From an optimization exercise on the open Yosys and OpenROAD flow, aimed at small area and a short achievable clock period; shortcuts taken in it are not production practice.
Function was checked by simulation only, so behaviour that the tests miss may differ from the original.

### run.sh
#!/bin/bash
# synth_recipe.tcl (not shown) runs the flow's synth.tcl, then flattens the netlist and writes it again
# the make line also repeats each setting of config.mk as NAME=value (left out here)
make -C /OpenROAD-flow-scripts/flow DESIGN_CONFIG=/design/flow/config.mk WORK_HOME=/design/flow/orfs CLKGATE_MAP_FILE= SYNTH_SCRIPT=/design/flow/synth_recipe.tcl finish
### config.mk
export PLATFORM = sky130hd
export DESIGN_NAME = riscv_core
export DESIGN_NICKNAME = riscv_core
export VERILOG_FILES = /design/flow/design.v
export SDC_FILE = /design/flow/constraint.sdc
export NUM_CORES = 4
export LEC_CHECK = 0
export ABC_CLOCK_PERIOD_IN_PS = 25000
export CAP_MARGIN = 20
export CELL_PAD_IN_SITES_DETAIL_PLACEMENT = 1
export CELL_PAD_IN_SITES_GLOBAL_PLACEMENT = 2
export CORE_MARGIN = 2
export CORE_UTILIZATION = 30
export PLACE_DENSITY = 0.5
export SLEW_MARGIN = 20
### constraint.sdc
create_clock -name core_clock -period 110.0 [get_ports {clk}]
set_input_delay 22.0000 -clock core_clock [delete_from_list [all_inputs] [get_ports {clk}]]
set_output_delay 22.0000 -clock core_clock [all_outputs]
set_load 0.01 [all_outputs]
### design.v
module riscv_core
(
	input  wire        clk,
	input  wire        rst,
	output wire [31:0] ib_addr,
	input  wire [31:0] ib_data,
	output wire        ib_valid,
	input  wire        ib_ready,
	output wire [31:0] db_addr,
	output wire [ 3:0] db_lanes,
	input  wire [31:0] db_din,
	output wire [31:0] db_dout,
	output wire        db_wr,
	output wire        db_valid,
	input  wire        db_ready
);
localparam P1 = 20;
localparam P2 = 9;
reg  [31:1] pc;
reg  [31:0] fi0, fi1;
reg  [31:1] fa0, fa1;
reg         rp, wp;
reg  [ 1:0] cnt;
reg         skip;
wire        jmp;
wire [31:1] jmp_addr;
wire        hazard;
wire        ready = !hazard;
wire        f_full  = cnt[1];
wire        f_valid = cnt != 2'b00;
wire [31:0] f_instr = rp ? fi1 : fi0;
wire [31:1] f_addr  = rp ? fa1 : fa0;
assign ib_addr  = {pc, 1'b0};
assign ib_valid = !f_full;
wire [31:1] bp_jimm = {{12{ib_data[31]}}, ib_data[19:12], ib_data[20], ib_data[30:21]};
wire [31:1] bp_bimm = {{20{ib_data[31]}}, ib_data[7], ib_data[30:25], ib_data[11:8]};
wire        bp_jal  = ib_data[6:0] == 7'h6F;
wire        bp_br   = ib_data[6:0] == 7'h63 && ib_data[31];
wire [31:1] bp_next = pc + (bp_jal ? bp_jimm : bp_br ? bp_bimm : 31'd2);
wire        f_take  = ib_valid && ib_ready && !skip;
always @(posedge clk or posedge rst)
begin
	if (rst)
	begin
		pc   <= 31'd0;
		rp   <= 1'b0;
		wp   <= 1'b0;
		cnt  <= 2'd0;
		skip <= 1'b0;
	end
	else if (jmp)
	begin
		pc   <= jmp_addr;
		wp   <= rp;
		cnt  <= 2'd0;
		skip <= !f_full;
	end
	else
	begin
		if (ib_valid && ib_ready)
		begin
			skip <= 1'b0;
			if (!skip)
			begin
				pc <= bp_next;
				wp <= !wp;
				if (!ready || !f_valid)
					cnt <= cnt + 2'd1;
			end
		end
		if (f_valid && ready)
		begin
			rp <= !rp;
			if (!ib_ready || !ib_valid || skip)
				cnt <= cnt - 2'd1;
		end
	end
end
always @(posedge clk)
begin
	if (f_take && !jmp && !rst)
	begin
		if (wp) fa1 <= pc;
		else    fa0 <= pc;
	end
	if (f_take && !jmp)
	begin
		if (wp) fi1 <= ib_data;
		else    fi0 <= ib_data;
	end
end
reg         d_valid;
reg  [ 4:0] d_rd, d_rs1, d_rs2;
reg  [31:0] d_a, d_b, d_sd;
reg  [ 3:0] d_lanes;
reg         d_wr, d_isjal, d_isbr, d_mem, d_st;
reg  [31:1] d_jaddr, d_addr4;
reg         c_add, c_sub, c_and, c_or, c_xor, c_sll, c_srl;
reg         c_lt, c_ge, c_eq, c_ne, c_sgn, c_mul;
reg         c_div, c_rem, c_negq, c_negr;
reg         e_valid;
reg         w1_we;
reg  [ 4:0] w1_rd;
reg         w2_we;
reg  [ 4:0] w2_rd;
wire [31:0] w2_val;
wire [ 6:0] op  = f_instr[6:0];
wire [ 2:0] f3  = f_instr[14:12];
wire [ 4:0] rd  = f_instr[11:7];
wire [ 4:0] rs1 = f_instr[19:15];
wire [ 4:0] rs2 = f_instr[24:20];
wire [31:0] i_imm = {{20{f_instr[31]}}, f_instr[31:20]};
wire [31:0] s_imm = {{20{f_instr[31]}}, f_instr[31:25], f_instr[11:7]};
wire [31:0] u_imm = {f_instr[31:12], 12'h000};
wire [31:1] j_imm = {{12{f_instr[31]}}, f_instr[19:12], f_instr[20], f_instr[30:21]};
wire [31:1] b_imm = {{20{f_instr[31]}}, f_instr[7], f_instr[30:25], f_instr[11:8]};
reg  [31:0] rf [1:31];
always @(posedge clk)
	if (w2_we)
		rf[w2_rd] <= w2_val;
wire [31:0] rv1 = rs1 == 5'd0 ? 32'h0 : rf[rs1];
wire [31:0] rv2 = rs2 == 5'd0 ? 32'h0 : rf[rs2];
wire [31:0] fw1 = (w2_we && w2_rd == rs1) ? w2_val : rv1;
wire [31:0] fw2 = (w2_we && w2_rd == rs2) ? w2_val : rv2;
reg [4:0] alu_op;
always @*
begin
	casex ({f_instr[30], f_instr[25], f_instr[14:12], f_instr[6:0]})
		12'bxx_000_0010011: alu_op = 5'h00;
		12'bxx_xxx_0000011: alu_op = 5'h00;
		12'bxx_010_0010011: alu_op = 5'h0D;
		12'bxx_011_0010011: alu_op = 5'h0E;
		12'bxx_100_0010011: alu_op = 5'h04;
		12'bxx_110_0010011: alu_op = 5'h03;
		12'bxx_111_0010011: alu_op = 5'h02;
		12'bxx_001_0010011: alu_op = 5'h05;
		12'b0x_101_0010011: alu_op = 5'h06;
		12'b1x_101_0010011: alu_op = 5'h07;
		12'b00_000_0110011: alu_op = 5'h00;
		12'b10_000_0110011: alu_op = 5'h01;
		12'bx0_010_0110011: alu_op = 5'h0D;
		12'bx0_011_0110011: alu_op = 5'h0E;
		12'bx0_100_0110011: alu_op = 5'h04;
		12'bx0_110_0110011: alu_op = 5'h03;
		12'bx0_111_0110011: alu_op = 5'h02;
		12'bx0_001_0110011: alu_op = 5'h05;
		12'b00_101_0110011: alu_op = 5'h06;
		12'b10_101_0110011: alu_op = 5'h07;
		12'bxx_xxx_0110111: alu_op = 5'h08;
		12'bxx_xxx_0010111: alu_op = 5'h09;
		12'bxx_xxx_110x111: alu_op = 5'h0A;
		12'bxx_000_1100011: alu_op = 5'h0B;
		12'bxx_001_1100011: alu_op = 5'h0C;
		12'bxx_100_1100011: alu_op = 5'h0D;
		12'bxx_101_1100011: alu_op = 5'h0F;
		12'bxx_110_1100011: alu_op = 5'h0E;
		12'bxx_111_1100011: alu_op = 5'h10;
		12'b01_000_0110011: alu_op = 5'h18;
		12'b01_001_0110011: alu_op = 5'h19;
		12'b01_010_0110011: alu_op = 5'h1A;
		12'b01_011_0110011: alu_op = 5'h1B;
		12'b01_100_0110011: alu_op = 5'h1C;
		12'b01_101_0110011: alu_op = 5'h1D;
		12'b01_110_0110011: alu_op = 5'h1E;
		12'b01_111_0110011: alu_op = 5'h1F;
		12'bxx_xxx_0100011: alu_op = 5'h11;
		default:            alu_op = 5'h00;
	endcase
end
wire o_lui   = alu_op == 5'h08;
wire o_auipc = alu_op == 5'h09;
wire o_jal   = alu_op == 5'h0A;
wire o_mulh  = alu_op == 5'h19 || alu_op == 5'h1A || alu_op == 5'h1B;
wire o_saddr = alu_op == 5'h11;
wire o_div   = alu_op == 5'h1C || alu_op == 5'h1D || alu_op == 5'h1E || alu_op == 5'h1F;
wire o_sdiv  = alu_op == 5'h1C || alu_op == 5'h1E;
wire o_rem   = alu_op == 5'h1E || alu_op == 5'h1F;
wire        neg1 = o_sdiv && fw1[31];
wire        neg2 = o_sdiv && fw2[31];
wire [31:0] mag1 = neg1 ? -fw1 : fw1;
wire [31:0] mag2 = neg2 ? -fw2 : fw2;
wire [31:0] addr32 = {f_addr, 1'b0};
wire [31:0] opa =
	(o_lui || o_mulh)   ? 32'h0 :
	(o_auipc || o_jal)  ? addr32 :
	o_div               ? mag1 :
	fw1;
wire [31:0] opb =
	(o_lui || o_auipc)  ? u_imm :
	(o_jal || o_mulh)   ? 32'h0 :
	o_saddr             ? s_imm :
	o_div               ? mag2 :
	f_instr[5]          ? fw2 : i_imm;
wire        is_lw = {f3, op} == 10'b010_0000011;
wire        is_sb = {f3, op} == 10'b000_0100011;
wire        is_sh = {f3, op} == 10'b001_0100011;
wire        is_sw = {f3, op} == 10'b010_0100011;
wire [ 1:0] sa    = fw1[1:0] + s_imm[1:0];
wire [31:0] sdat  = is_sb ? {4{fw2[7:0]}} : is_sh ? {2{fw2[15:0]}} : fw2;
wire [31:0] sdrot =
	sa == 2'd0 ? sdat :
	sa == 2'd1 ? {sdat[23:0], sdat[31:24]} :
	sa == 2'd2 ? {sdat[15:0], sdat[31:16]} :
	             {sdat[ 7:0], sdat[31: 8]};
reg  [ 3:0] lanes;
always @*
begin
	if (is_sb)
		lanes = 4'b0001 << sa;
	else if (is_sh)
		lanes = sa == 2'd0 ? 4'b0011 : sa == 2'd1 ? 4'b0110 : sa == 2'd2 ? 4'b1100 : 4'b1000;
	else if (is_sw)
		lanes = sa == 2'd0 ? 4'b1111 : sa == 2'd1 ? 4'b1110 : sa == 2'd2 ? 4'b1100 : 4'b1000;
	else
		lanes = 4'b1111;
end
wire d_acc = f_valid && !jmp && !hazard;
always @(posedge clk or posedge rst)
begin
	if (rst)
		d_valid <= 1'b0;
	else
		d_valid <= d_acc;
end
always @(posedge clk)
begin
	d_rd    <= rd;
	d_rs1   <= rs1;
	d_rs2   <= rs2;
	d_a     <= opa;
	d_b     <= opb;
	d_sd    <= sdrot;
	d_lanes <= lanes;
	d_wr    <= rd != 5'd0 && op != 7'h63 && op != 7'h23 && op != 7'h0F;
	d_isjal <= op == 7'h6F;
	d_isbr  <= op == 7'h63;
	d_mem   <= is_lw || is_sb || is_sh || is_sw;
	d_st    <= is_sb || is_sh || is_sw;
	d_jaddr <= f_addr + (op == 7'h63 ? b_imm : j_imm);
	d_addr4 <= f_addr + 31'd2;
	c_add <= alu_op == 5'h00 || o_lui || o_auipc || o_jal || o_mulh || o_saddr;
	c_sub <= alu_op == 5'h01;
	c_and <= alu_op == 5'h02;
	c_or  <= alu_op == 5'h03;
	c_xor <= alu_op == 5'h04;
	c_sll <= alu_op == 5'h05;
	c_srl <= alu_op == 5'h06 || alu_op == 5'h07;
	c_lt  <= alu_op == 5'h0D || alu_op == 5'h0E;
	c_ge  <= alu_op == 5'h0F || alu_op == 5'h10;
	c_sgn <= alu_op == 5'h0D || alu_op == 5'h0F;
	c_eq  <= alu_op == 5'h0B;
	c_ne  <= alu_op == 5'h0C;
	c_mul <= alu_op == 5'h18;
	c_div <= o_div;
	c_rem <= o_rem;
	c_negq <= o_sdiv && (fw1[31] ^ fw2[31]) && fw2 != 32'h0;
	c_negr <= o_sdiv && fw1[31];
end
wire h_d = d_rd != 5'd0 && d_valid && (d_rd == rs1 || d_rd == rs2) && f_valid;
wire h_e = w1_rd != 5'd0 && e_valid &&
	(((w1_rd == rs1 || w1_rd == rs2) && f_valid) ||
	 ((w1_rd == d_rs1 || w1_rd == d_rs2) && d_valid));
assign hazard = h_d || h_e;
reg         q_jmp;
reg  [31:1] q_jaddr;
assign jmp      = q_jmp;
assign jmp_addr = q_jaddr;
wire        e_go = d_valid && !q_jmp;
wire        sub   = c_sub || c_lt || c_ge;
wire [32:0] sum   = {c_sgn & d_a[31], d_a} + ({c_sgn & d_b[31], d_b} ^ {33{sub}}) + {32'h0, sub};
wire        lt    = sum[32];
wire        eq    = d_a == d_b;
wire [31:0] prod  = d_a * d_b;
wire [31:0] res_e =
	({32{c_add | c_sub}} & sum[31:0]) |
	({32{c_and}} & (d_a & d_b)) |
	({32{c_or }} & (d_a | d_b)) |
	({32{c_xor}} & (d_a ^ d_b)) |
	({32{c_sll}} & (d_a << d_b[4:0])) |
	({32{c_srl}} & (d_a >> d_b[4:0])) |
	({32{c_mul}} & prod) |
	{31'h0, (c_lt & lt) | (c_ge & ~lt) | (c_eq & eq) | (c_ne & ~eq)};
wire        cond = res_e[0];
always @(posedge clk or posedge rst)
begin
	if (rst)
	begin
		q_jmp   <= 1'b0;
		w1_we   <= 1'b0;
		e_valid <= 1'b0;
	end
	else
	begin
		q_jmp   <= e_go && ((d_isjal && d_jaddr != f_addr) ||
		                    (d_isbr && (d_jaddr != f_addr || !cond)));
		w1_we   <= e_go && d_wr;
		e_valid <= e_go;
	end
end
always @(posedge clk)
begin
	q_jaddr <= (d_isbr && !cond) ? d_addr4 : d_jaddr;
	w1_rd   <= d_rd;
	w2_rd   <= w1_rd;
	w2_we   <= w1_we;    
end
reg         bus_valid;
reg  [31:0] bus_addr, bus_dout;
reg  [ 3:0] bus_lanes;
reg         bus_wr;
always @(posedge clk or posedge rst)
begin
	if (rst)
		bus_valid <= 1'b0;
	else if (!bus_valid)
		bus_valid <= d_valid && d_mem;
	else if (db_ready)
		bus_valid <= 1'b0;
end
always @(posedge clk)
begin
	if (!bus_valid)
	begin
		bus_addr  <= sum[31:0];
		bus_dout  <= d_sd;
		bus_lanes <= d_lanes;
		bus_wr    <= d_st;
	end
end
assign db_addr  = bus_addr;
assign db_dout  = bus_dout;
assign db_lanes = bus_lanes;
assign db_wr    = bus_wr;
assign db_valid = bus_valid;
reg  [31-P1:0] s1_r;
reg  [P1-1:0]  s1_a;
reg  [31:P1]   s1_q;
reg  [31:0]    s1_b;
reg            s1_div, s1_rem, s1_negq, s1_negr;
reg  [31-P2:0] s2_r;
reg  [P2-1:0]  s2_a;
reg  [31:P2]   s2_q;
reg  [31:0]    s2_b;
reg            s2_div, s2_rem, s2_negq, s2_negr;
wire [32:0] hz0, hz1, hz2;    
assign hz0[32] = 1'b1;
assign hz1[32] = 1'b1;
assign hz2[32] = 1'b1;
genvar k;
generate
	for (k = 31; k >= 0; k = k - 1)
	begin : hzg
		assign hz0[k] = hz0[k+1] & ~d_b[k];
		assign hz1[k] = hz1[k+1] & ~s1_b[k];
		assign hz2[k] = hz2[k+1] & ~s2_b[k];
	end
endgenerate
wire [31:0] qv;    
genvar i;
generate
	for (i = 31; i >= 0; i = i - 1)
	begin : row
		localparam W = 32 - i;
		wire [W-1:0] x;
		wire [W-1:0] b;
		wire         hz;
		wire [W-1:0] r;
		wire         q;
		if (i == 31)
		begin : s
			assign x = d_a[31];
			assign b = d_b[0];
			assign hz = hz0[32-i];
		end
		else if (i >= P1)
		begin : s
			assign x = {row[i+1].r, d_a[i]};
			assign b = d_b[W-1:0];
			assign hz = hz0[32-i];
		end
		else if (i == P1 - 1)
		begin : s
			assign x = {s1_r, s1_a[i]};
			assign b = s1_b[W-1:0];
			assign hz = hz1[32-i];
		end
		else if (i >= P2)
		begin : s
			assign x = {row[i+1].r, s1_a[i]};
			assign b = s1_b[W-1:0];
			assign hz = hz1[32-i];
		end
		else if (i == P2 - 1)
		begin : s
			assign x = {s2_r, s2_a[i]};
			assign b = s2_b[W-1:0];
			assign hz = hz2[32-i];
		end
		else
		begin : s
			assign x = {row[i+1].r, s2_a[i]};
			assign b = s2_b[W-1:0];
			assign hz = hz2[32-i];
		end
		wire [W:0] t = {1'b0, x} - {1'b0, b};
		assign q = hz & ~t[W];
		assign r = q ? t[W-1:0] : x;
		assign qv[i] = q;
	end
endgenerate
wire [31:0] res1 = {s1_r, s1_a};    
wire [31:0] res2 = {s2_r, s2_a};    
always @(posedge clk)
begin
	if (c_div)
	begin
		s1_r <= row[P1].r;
		s1_a <= d_a[P1-1:0];
	end
	else
		{s1_r, s1_a} <= res_e;
	s1_q    <= qv[31:P1];
	s1_b    <= d_b;
	s1_div  <= c_div;
	s1_rem  <= c_rem;
	s1_negq <= c_negq;
	s1_negr <= c_negr;
	if (s1_div)
	begin
		s2_r <= row[P2].r;
		s2_a <= s1_a[P2-1:0];
	end
	else
		{s2_r, s2_a} <= res1;
	s2_q    <= {s1_q, qv[P1-1:P2]};
	s2_b    <= s1_b;
	s2_div  <= s1_div;
	s2_rem  <= s1_rem;
	s2_negq <= s1_negq;
	s2_negr <= s1_negr;
end
wire [31:0] quo  = {s2_q, qv[P2-1:0]};
wire [31:0] rmd  = row[0].r;
wire [31:0] dres = s2_rem ? (s2_negr ? -rmd : rmd) : (s2_negq ? -quo : quo);
assign w2_val = s2_div ? dres : res2;
endmodule
==> report_table.html, run 1 <==
<table>
<tr><th>Metric</th><th>Value</th></tr>
<tr><th colspan="2">Status</th></tr>
<tr><td>Result of the run</td><td>complete, no violations</td></tr>
<tr><th colspan="2">STA</th></tr>
<tr><td>Final setup TNS</td><td>0 ps</td></tr>
<tr><td>Clock skew after layout</td><td>99.63 ps</td></tr>
<tr><td>Number of pins exceeding their max-slew limit in the final report</td><td>0</td></tr>
<tr><td>Portion of the clock cycle consumed by the worst path in the final layout</td><td>0.4067</td></tr>
<tr><td>Worst rel slew slack</td><td>0.1022</td></tr>
<tr><td>Final Hold Vio Count</td><td>0</td></tr>
<tr><td>Post-layout minimum cycle time</td><td>44740 ps</td></tr>
<tr><td>Actual slew at the worst max-slew pin</td><td>1347 ps</td></tr>
<tr><td>Hold slack</td><td>328.5 ps</td></tr>
<tr><td>Setup-failing EPs final</td><td>0</td></tr>
<tr><td>Setup WS post-layout</td><td>65270 ps</td></tr>
<tr><td>Timing-limited maximum frequency</td><td>22.35 MHz</td></tr>
<tr><td>Setup repair after global routing missed its margin</td><td>no</td></tr>
<tr><th colspan="2">Logic synthesis</th></tr>
<tr><td>Net Count, Synth</td><td>16540</td></tr>
<tr><td>Average cell area after synthesis</td><td>8.543 sq um</td></tr>
<tr><td>Distinct cells, synth</td><td>121</td></tr>
<tr><td>Cell area after technology mapping</td><td>0.1299 sq mm</td></tr>
<tr><td>Most frequently used flop master after synthesis</td><td>edfxtp_1</td></tr>
<tr><td>Post-synthesis async set-or-reset flop share</td><td>0.02500</td></tr>
<tr><td>Post-Synthesis Cells</td><td>15200</td></tr>
<tr><td>EDFF count, synth</td><td>1187</td></tr>
<tr><td>Number of synthesized register bits</td><td>1640</td></tr>
<tr><td>Sequential cell area fraction in the yosys report</td><td>0.3459</td></tr>
<tr><td>Yosys warnings</td><td>1</td></tr>
<tr><th colspan="2">Global routing</th></tr>
<tr><td>Via count of the first global-routing pass</td><td>125200</td></tr>
<tr><td>Grt ovf</td><td>0</td></tr>
<tr><td>Antenna violations before repair</td><td>49</td></tr>
<tr><td>First-pass GRT wire length</td><td>957.1 mm</td></tr>
<tr><td>Maximum number of pins on one net before global-route repair</td><td>113</td></tr>
<tr><td>Combined global-route utilization of all metal layers</td><td>0.3047</td></tr>
<tr><th colspan="2">Final layout</th></tr>
<tr><td>Final Instance Area</td><td>0.1459 sq mm</td></tr>
<tr><td>Core occupancy in the finished layout</td><td>0.3385</td></tr>
<tr><td>Fraction of layout instances using a drive strength above 1</td><td>0.07490</td></tr>
<tr><td>Final layout net count</td><td>16470</td></tr>
<tr><td>Synth-to-Final Area Change</td><td>12.31%</td></tr>
<tr><td>Fillers</td><td>49870</td></tr>
<tr><td>Finished Layout Cells</td><td>21020</td></tr>
<tr><th colspan="2">Setup path</th></tr>
<tr><td>Origin of the worst setup path</td><td>s1_b[30]</td></tr>
<tr><td>Worst endpoint data arrival time</td><td>45450 ps</td></tr>
<tr><td>Worst Path Max Fanout</td><td>27</td></tr>
<tr><td>Slowest Stage Delay on Critical Path</td><td>660 ps</td></tr>
<tr><td>Critical Path Sink Type</td><td>flip-flop</td></tr>
<tr><td>Critical Path Source Type</td><td>flip-flop</td></tr>
<tr><td>Crit Reg-Reg Startpoint</td><td>s1_b[30]</td></tr>
<tr><td>Critical path type</td><td>reg -&gt; reg</td></tr>
<tr><td>CP max stage cell</td><td>o41ai_1</td></tr>
<tr><td>Data required time of the worst path</td><td>110720 ps</td></tr>
<tr><td>Cell with the most instances on the worst path</td><td>o21ai_0</td></tr>
<tr><td>End of the critical path</td><td>s2_r[12]</td></tr>
<tr><td>Setup slack of the worst register-to-register path</td><td>65270 ps</td></tr>
<tr><td>Worst reg2reg path depth</td><td>189</td></tr>
<tr><td>Crit Reg-Reg Endpoint</td><td>s2_r[12]</td></tr>
<tr><th colspan="2">Placement</th></tr>
<tr><td>Placement Setup Slack</td><td>65290 ps</td></tr>
<tr><td>DPL Wire Length</td><td>490.2 mm</td></tr>
<tr><td>Routability Congestion</td><td>0.9234</td></tr>
<tr><td>Count of placed standard cells including taps</td><td>20630</td></tr>
<tr><td>Area of placed instances</td><td>0.1394 sq mm</td></tr>
<tr><td>Total of buffers placed on input and output ports</td><td>137</td></tr>
<tr><th colspan="2">Floorplan</th></tr>
<tr><td>Die extent in x</td><td>662.0 um</td></tr>
<tr><td>Vertical extent of the die</td><td>662.0 um</td></tr>
<tr><td>IO Count</td><td>171</td></tr>
<tr><td>Die area</td><td>0.4382 sq mm</td></tr>
<tr><td>Starting density of the core</td><td>0.3014</td></tr>
<tr><td>Core Region</td><td>0.4309 sq mm</td></tr>
<tr><td>Count of standard-cell rows</td><td>241</td></tr>
<tr><th colspan="2">CTS</th></tr>
<tr><td>Root buffer selected by CTS</td><td>clkbuf_16</td></tr>
<tr><td>CTS H-tree depth</td><td>4</td></tr>
<tr><td>Insertion delay to the later sink of the worst-skew pair</td><td>960 ps</td></tr>
<tr><td>TritonCTS Buffers</td><td>203</td></tr>
<tr><td>TritonCTS sink count</td><td>1640</td></tr>
<tr><td>CTS clock-pin slew for the worst setup and hold paths</td><td>60 ps</td></tr>
<tr><td>Post-cts gate resize count</td><td>0</td></tr>
<tr><td># Post-CTS Setup Buffers</td><td>0</td></tr>
<tr><td>Maximum clock path buffer count</td><td>4</td></tr>
<tr><td>TritonCTS clock tree</td><td>done</td></tr>
<tr><td>Post-CTS Hold Buffers</td><td>0</td></tr>
<tr><th colspan="2">Route</th></tr>
<tr><td>Via-to-Cell Ratio</td><td>5.699</td></tr>
<tr><td>Detail Route Antenna Nets</td><td>0</td></tr>
<tr><td>DRC errors left</td><td>0</td></tr>
<tr><td>Detailed-route wire length per cell</td><td>32.46 um</td></tr>
<tr><td>Final wirelength</td><td>682.3 mm</td></tr>
<tr><td>1st-iter DRT viols</td><td>8916</td></tr>
<tr><td>Number of vias in the routed layout</td><td>119800</td></tr>
<tr><td>Count of TritonRoute iterations in the first routing pass</td><td>6</td></tr>
<tr><th colspan="2">Min path</th></tr>
<tr><td>Path type of the worst min-delay path</td><td>reg -&gt; reg</td></tr>
<tr><th colspan="2">Run</th></tr>
<tr><td>Max-cap check violation count</td><td>0</td></tr>
</table>
## how the worst min path moves through the flow
stage / start / end / slack [ps] / cells past startpoint
after floorplan: c_negq / s1_negq / 310 / 0
after global placement: s1_negr / s2_negr / 310 / 0
after detailed placement: s1_q[29] / s2_q[29] / 310 / 0
after CTS: s1_b[11] / s2_b[11] / 320 / 0
after global routing: s1_b[11] / s2_b[11] / 320 / 0
final: c_rem / s1_rem / 330 / 0
## layout make-up
cell class	instances	area [sq um]	area share
Antenna cell	23	57.56	0.0003946
Clock buffer	266	5565	0.03816
Clock inverter	101	847.1	0.005807
Inverter	1061	4034	0.02766
Multi-Input combinational cell	11650	78470	0.5380
Sequential cell	1640	44950	0.3081
Tap cell	5710	7144	0.04898
Timing Repair Buffer	566	4792	0.03285
## cells in the mapped netlist (125+ instances only)
library cell / instances / area (sq um)
nand2_1: 3107 / 11660
edfxtp_1: 1187 / 35640
a311oi_1: 360 / 3153
xnor2_1: 454 / 3976
buf_1: 211 / 792.0
fa_1: 442 / 8848
a31oi_1: 125 / 782.0
a21oi_1: 691 / 3458
nor2_1: 921 / 3457
nand3_1: 1070 / 5355
mux2i_1: 211 / 2112
ha_1: 831 / 10400
o21ai_0: 700 / 3503
a21o_1: 237 / 1779
and3_1: 195 / 1220
dfxtp_1: 412 / 8248
o211ai_1: 155 / 1164
mux2_2: 151 / 1700
xor2_1: 213 / 1866
nor3_1: 173 / 865.8
o21a_1: 126 / 945.9
clkbuf_1: 611 / 2293
inv_1: 1034 / 3881
## worst max-delay path, delay by kind of cell (launching register included)
kind | cells | cell delay [ps]
AO/OA/AOI/OAI | 134 | 29150
multiplexers | 4 | 1360
flip-flops | 1 | 310
buffers and inverters | 12 | 3240
adder cells (fa/ha/maj) | 10 | 3280
AND/OR/NAND/NOR | 29 | 7010
## sequential cells by signal (all words and copies together) (netlist names), 9 cells and up
register,flops
s1_q,12
s1_b,32
s2_r,23
pc,31
d_addr4,31
d_b,32
fa1,31
fa0,31
s1_a,20
d_sd,32
bus_addr,32
q_jaddr,31
s1_r,12
s2_a,9
rf,992
s2_q,23
d_jaddr,31
bus_dout,32
fi1,32
d_a,32
fi0,32
s2_b,32
## layer usage
metal  share of wire  global-route usage  up-vias
li1                -                   -    53570
met1            0.44              0.3974    62050
met2            0.47              0.5155     3289
met3           0.047             0.03429      894
met4           0.043              0.1160        6
met5        0.000056                   0        -
## kinds of logic (layout without fill, tap and decap cells)
kind of cell | after synthesis | in the layout | share of synthesized area
adders and majority gates | 1274 | 1274 | 0.1483
muxes | 365 | 365 | 0.02987
xor gates and xnor gates | 667 | 667 | 0.04498
buffers and inverters | 1908 | 1994 | 0.05559
AOI/OAI and AO/OA | 3258 | 3258 | 0.1695
DFF | 1640 | 1640 | 0.3459
other | 1 | 24 | 0.00002887
and+or+nand+nor | 6089 | 6089 | 0.2059
## layout by cell type (no fill, tap or decap), types with 90 or more instances in the layout
cell and instances:
a21o_1 237, a21boi_0 90, o211ai_1 155, a31oi_1 125, ha_1 829, clkdlybuf4s50_1 137
mux2_2 151, nand2b_1 104, a311oi_1 360, or3_1 94, o21a_1 126, nand2_1 3107
and3_1 194, edfxtp_1 1187, xor2_1 213, inv_1 1025, o21ai_0 690, buf_4 412
nand3_1 1068, xnor2_1 454, mux2i_1 195, clkbuf_16 210, a211oi_1 97, a21oi_1 684
dfxtp_1 400, nor3_1 165, nor2_1 879, fa_1 442, nor2b_1 92
==> run 2: changes to the inputs <==
==> flow/run.sh (new file) <==
#!/bin/bash
# Standard synthesis and layout (the standard.sh), with ORFS's repair_timing asked for
# extra setup margin and free to resize cells across footprints. The SDC is the design's.
set -euo pipefail
bash standard.sh SETUP_SLACK_MARGIN=75 MATCH_CELL_FOOTPRINT=0 finish > make.log 2>&1
==> standard.sh (new file) <==
#!/bin/bash
# synth_recipe.tcl (not shown) runs the flow's synth.tcl, then flattens the netlist and writes it again
# the make line also repeats each setting of config.mk as NAME=value (left out here)
make -C /OpenROAD-flow-scripts/flow DESIGN_CONFIG=/design/flow/config.mk WORK_HOME=/design/flow/orfs CLKGATE_MAP_FILE= SYNTH_SCRIPT=/design/flow/synth_recipe.tcl "${@:-finish}"
removed: run.sh
==> run 2 against run 1 <==
  * Global-route usage up 0.31 points
  * Register-to-register slack better by 11000 ps
  * Worst hold slack worse by 6.7 ps
  * Sequential share of layout area down 0.47 points
  * Critical path depth down 76
  * Worst setup slack better by 11000 ps
  * Cell count up 0.56%
  * Flip-flop and latch count unchanged
  * Core utilization up 0.53 points
  * Synthesized cell count unchanged
==> report_table.html, run 2 <==
<table>
<tr><th>Metric</th><th>Value</th></tr>
<tr><th colspan="2">Status</th></tr>
<tr><td>Result of the run</td><td>complete, no violations (unchanged)</td></tr>
<tr><th colspan="2">Route</th></tr>
<tr><td>1st-iter DRT viols</td><td>9279 (was 8916)</td></tr>
<tr><td>Final wirelength</td><td>689.7 mm (was 682.3 mm)</td></tr>
<tr><td>Via-to-Cell Ratio</td><td>5.689 (was 5.699)</td></tr>
<tr><td>Detail Route Antenna Nets</td><td>0 (unchanged)</td></tr>
<tr><td>Detailed-route wire length per cell</td><td>32.63 um (was 32.46 um)</td></tr>
<tr><td>Count of TritonRoute iterations in the first routing pass</td><td>6 (unchanged)</td></tr>
<tr><td>Number of vias in the routed layout</td><td>120200 (was 119800)</td></tr>
<tr><td>DRC errors left</td><td>0 (unchanged)</td></tr>
<tr><th colspan="2">CTS</th></tr>
<tr><td>TritonCTS clock tree</td><td>done (unchanged)</td></tr>
<tr><td>Insertion delay to the later sink of the worst-skew pair</td><td>940 ps (was 960 ps)</td></tr>
<tr><td>TritonCTS sink count</td><td>1640 (unchanged)</td></tr>
<tr><td>Maximum clock path buffer count</td><td>4 (unchanged)</td></tr>
<tr><td>TritonCTS Buffers</td><td>206 (was 203)</td></tr>
<tr><td>Root buffer selected by CTS</td><td>clkbuf_16 (unchanged)</td></tr>
<tr><td>CTS H-tree depth</td><td>4 (unchanged)</td></tr>
<tr><td>CTS clock-pin slew for the worst setup and hold paths</td><td>70 ps (was 60 ps)</td></tr>
<tr><th colspan="2">Floorplan</th></tr>
<tr><td>Core Region</td><td>0.4309 sq mm (unchanged)</td></tr>
<tr><td>Count of standard-cell rows</td><td>241 (unchanged)</td></tr>
<tr><td>IO Count</td><td>171 (unchanged)</td></tr>
<tr><td>Die extent in x</td><td>662.0 um (unchanged)</td></tr>
<tr><td>Starting density of the core</td><td>0.3014 (unchanged)</td></tr>
<tr><td>Die area</td><td>0.4382 sq mm (unchanged)</td></tr>
<tr><td>Vertical extent of the die</td><td>662.0 um (unchanged)</td></tr>
<tr><th colspan="2">Setup path</th></tr>
<tr><td>Critical Path Sink Type</td><td>flip-flop (unchanged)</td></tr>
<tr><td>Setup slack of the worst register-to-register path</td><td>76460 ps (was 65270 ps)</td></tr>
<tr><td>Number of buffers and inverters on the critical path</td><td>16 (was 12)</td></tr>
<tr><td>Slowest Stage Delay on Critical Path</td><td>750 ps (was 660 ps)</td></tr>
<tr><td>Worst Path Max Fanout</td><td>44 (was 27)</td></tr>
<tr><td>Worst endpoint data arrival time</td><td>34230 ps (was 45450 ps)</td></tr>
<tr><td>Critical path type</td><td>reg -&gt; reg (unchanged)</td></tr>
<tr><td>Cell with the most instances on the worst path</td><td>buf_4 (was o21ai_0)</td></tr>
<tr><td>Critical Path Source Type</td><td>flip-flop (unchanged)</td></tr>
<tr><td>CP max stage cell</td><td>a211oi_2 (was o41ai_1)</td></tr>
<tr><td>Critical path's top delay family</td><td>compound AO/OA/AOI/OAI gates (unchanged)</td></tr>
<tr><td>Crit Reg-Reg Endpoint</td><td>d_a[29] (was s2_r[12])</td></tr>
<tr><td>Worst reg2reg path depth</td><td>113 (was 189)</td></tr>
<tr><td>Crit Reg-Reg Startpoint</td><td>s2_b[0] (was s1_b[30])</td></tr>
<tr><td>Data required time of the worst path</td><td>110690 ps (was 110720 ps)</td></tr>
<tr><th colspan="2">Placement</th></tr>
<tr><td>DPL Wire Length</td><td>492.4 mm (was 490.2 mm)</td></tr>
<tr><td>Total of buffers placed on input and output ports</td><td>137 (unchanged)</td></tr>
<tr><td>Routability Congestion</td><td>0.9349 (was 0.9234)</td></tr>
<tr><th colspan="2">Global routing</th></tr>
<tr><td>First-pass GRT wire length</td><td>966.2 mm (was 957.1 mm)</td></tr>
<tr><td>Antenna violations before repair</td><td>56 (was 49)</td></tr>
<tr><td>Via count of the first global-routing pass</td><td>125200 (about the same)</td></tr>
<tr><td>Combined global-route utilization of all metal layers</td><td>0.3078 (was 0.3047)</td></tr>
<tr><td>Maximum number of pins on one net before global-route repair</td><td>99 (was 113)</td></tr>
<tr><td>Grt ovf</td><td>0 (unchanged)</td></tr>
<tr><th colspan="2">STA</th></tr>
<tr><td>Portion of the clock cycle consumed by the worst path in the final layout</td><td>0.3050 (was 0.4067)</td></tr>
<tr><td>Worst rel slew slack</td><td>0.04309 (was 0.1022)</td></tr>
<tr><td>Clock skew after layout</td><td>112.7 ps (was 99.63 ps)</td></tr>
<tr><td>Post-layout minimum cycle time</td><td>33540 ps (was 44740 ps)</td></tr>
<tr><td>Final Hold Vio Count</td><td>0 (unchanged)</td></tr>
<tr><td>Setup repair after global routing missed its margin</td><td>no (unchanged)</td></tr>
<tr><td>Final setup TNS</td><td>0 ps (unchanged)</td></tr>
<tr><td>Timing-limited maximum frequency</td><td>29.81 MHz (was 22.35 MHz)</td></tr>
<tr><td>Actual slew at the worst max-slew pin</td><td>1430 ps (was 1347 ps)</td></tr>
<tr><td>Setup-failing EPs final</td><td>0 (unchanged)</td></tr>
<tr><td>Number of pins exceeding their max-slew limit in the final report</td><td>0 (unchanged)</td></tr>
<tr><th colspan="2">Logic synthesis</th></tr>
<tr><td>Post-Synthesis Cells</td><td>15200 (unchanged)</td></tr>
<tr><td>Top cells by instance count after synthesis</td><td>nand2_1, edfxtp_1, nand3_1, inv_1, nor2_1 (unchanged)</td></tr>
<tr><td>Yosys warnings</td><td>1 (unchanged)</td></tr>
<tr><td>EDFF count, synth</td><td>1187 (unchanged)</td></tr>
<tr><td>Post-synthesis async set-or-reset flop share</td><td>0.02500 (unchanged)</td></tr>
<tr><td>Cell area after technology mapping</td><td>0.1299 sq mm (unchanged)</td></tr>
<tr><td>Most frequent cell after synthesis</td><td>nand2_1 (unchanged)</td></tr>
<tr><td>Average cell area after synthesis</td><td>8.543 sq um (unchanged)</td></tr>
<tr><td>Portion of synthesized cell area occupied by the leading cell type</td><td>0.2745 (unchanged)</td></tr>
<tr><td>Distinct cells, synth</td><td>121 (unchanged)</td></tr>
<tr><td>Most frequently used flop master after synthesis</td><td>edfxtp_1 (unchanged)</td></tr>
<tr><td>Cell types with the largest area share after synthesis</td><td>edfxtp_1, nand2_1, ha_1, fa_1, dfxtp_1 (unchanged)</td></tr>
<tr><td>Number of synthesized register bits</td><td>1640 (unchanged)</td></tr>
<tr><td>Net Count, Synth</td><td>16540 (unchanged)</td></tr>
<tr><td>Sequential cell area fraction in the yosys report</td><td>0.3459 (unchanged)</td></tr>
<tr><td>Post-synthesis cell type with the largest combined area</td><td>edfxtp_1 (unchanged)</td></tr>
<tr><th colspan="2">Final layout</th></tr>
<tr><td>Core occupancy in the finished layout</td><td>0.3438 (was 0.3385)</td></tr>
<tr><td>Largest register FFs</td><td>992 (unchanged)</td></tr>
<tr><td>Fraction of layout instances using a drive strength above 1</td><td>0.09379 (was 0.07490)</td></tr>
<tr><td>Register with the highest flop count</td><td>rf (unchanged)</td></tr>
<tr><td>Synth-to-Final Area Change</td><td>14.06% (was 12.31%)</td></tr>
<tr><td>Final layout net count</td><td>16590 (was 16470)</td></tr>
<tr><td>Most frequent cells in the layout</td><td>nand2_1, edfxtp_1, nand3_1 (unchanged)</td></tr>
<tr><td>Fillers</td><td>49610 (was 49870)</td></tr>
<tr><td>Most common cell after layout, fill and taps aside</td><td>nand2_1 (unchanged)</td></tr>
<tr><th colspan="2">Min path</th></tr>
<tr><td>Cell depth of the worst hold path</td><td>0 (unchanged)</td></tr>
<tr><td>Path type of the worst min-delay path</td><td>reg -&gt; reg (unchanged)</td></tr>
<tr><td>End point of the most critical hold path</td><td>s2_q[28] (was s1_rem)</td></tr>
<tr><td>Worst hold start</td><td>s1_q[28] (was c_rem)</td></tr>
<tr><th colspan="2">Run</th></tr>
<tr><td>Max-cap check violation count</td><td>0 (unchanged)</td></tr>
</table>
[run 2: cell count changes in the layout (fill, tap and decap cells not counted), moves of 11 or more]
cell and change:
a21oi_2 +22, o21ai_0 -59, o21ai_2 +43, bufinv_16 +12, buf_4 +99, diode_2 -12
a21boi_0 -32, a21boi_2 +18, o21ai_1 +16, a21oi_1 -25, clkinv_1 -11, a21boi_1 +12
[run 2: routing by layer]
| layer | vias to the layer above | global-route usage | share of wire |
|---|---|---|---|
| met1 | 62180 | 0.3957 | 0.43 |
| met2 | 3254 | 0.5187 | 0.47 |
| met5 | - | 0 | 0.00015 |
| li1 | 53820 | - | - |
| met4 | 16 | 0.1262 | 0.049 |
| met3 | 972 | 0.04100 | 0.052 |
[run 2: final cells by class]
type	count	area, sq um	share of cell area
inverter	1061	4044	0.02730
clock inverter	110	1150	0.007762
multi-input combinational	11650	79360	0.5358
clock buffer	270	5654	0.03817
timing repair buffer	682	5802	0.03917
sequential	1640	44950	0.3034
antenna	11	27.53	0.0001858
tap	5710	7144	0.04823
[run 2: kinds of logic (layout without fill, tap and decap cells)]
| family | count (synthesis) | count (layout) | share of synthesized area |
|---|---|---|---|
| multiplexers | 365 | 365 | 0.02987 |
| flip-flops | 1640 | 1640 | 0.3459 |
| buffers and inverters | 1908 | 2123 | 0.05559 |
| XOR/XNOR | 667 | 667 | 0.04498 |
| AO/OA/AOI/OAI | 3258 | 3258 | 0.1695 |
| AND/OR/NAND/NOR | 6089 | 6089 | 0.2059 |
| other | 1 | 12 | 0.00002887 |
| adder cells (fa/ha/maj) | 1274 | 1274 | 0.1483 |
[run 2: worst reg2reg max path: cells and delay by family (launching register included)]
family	cells	cell delay, ps
xor gates and xnor gates	1	540
adders and majority gates	10	3480
buffers and inverters	16	3350
muxes	1	480
and+or+nand+nor	25	7000
AOI/OAI and AO/OA	60	17740
DFF	1	730
[run 2: how the worst max path moves through the flow]
stage                        start  endpoint  slack [ps]  cells after the start
after global routing      s1_b[25]   s2_r[5]       74920                    195
final                      s2_b[0]   d_a[29]       76460                    113
after floorplan            s1_b[1]  s2_r[21]       75000                    195
after CTS                 s1_b[28]   s2_r[5]       75000                    194
after global placement    s1_b[30]  s2_r[10]       64980                    190
after detailed placement  s1_b[30]  s2_r[10]       64540                    191
[run 2: repair_timing]
action,CTS,global route
gates cloned,2,2
setup endpoints to repair,61,119
gates resized for setup,183,123
pin swaps,54,79
buffers inserted,68,40
hold buffers,0,0
[run 2: through the flow]
| stage | worst slack [ps] | hold slack (ps) | cell area [sq um] | instances |
|---|---|---|---|---|
| after floorplan | 75000 | 309.6 | 129900 | 15200 |
| after detailed placement | 64540 | 313.5 | 139400 | 20630 |
| final | 76460 | 321.8 | 148100 | 21140 |
| after global placement | 64980 | 313.4 | 139300 | 20630 |
| after global routing | 74920 | 319.3 | 148100 | 21130 |
| after CTS | 75000 | 327.2 | 147200 | 21080 |

separate check: timing with driven ports:
In the flow no input, the clock included, has a driving cell. The finished layouts below were timed again as built, in two steps. Step 1 (the two cells are an assumption about what drives the block):
set clk [get_ports {clk}]
set_driving_cell -lib_cell sky130_fd_sc_hd__clkbuf_16 $clk
set_driving_cell -lib_cell sky130_fd_sc_hd__buf_2 [delete_from_list [all_inputs] $clk]
Step 2 also shifts input and output timing later by t, the mid clock arrival at the registers, as if the neighbouring blocks saw the same clock. Slacks: no drivers / after step 1 / after step 2; pairs: no drivers / after step 1.
| run | t (ns) | setup WS [ns] | worst hold slack (ns) | clock arrival spread, ns |
|---|---|---|---|---|
| run 1 | 1.033 | 65.265 / 65.265 / 65.265 | 0.329 / 0.329 / 0.329 | 0.102 / 0.102 |
| run 2 | 1.010 | 76.456 / 76.456 / 76.456 | 0.322 / 0.322 / 0.322 | 0.122 / 0.121 |
After both steps setup and hold are still met in every run listed.
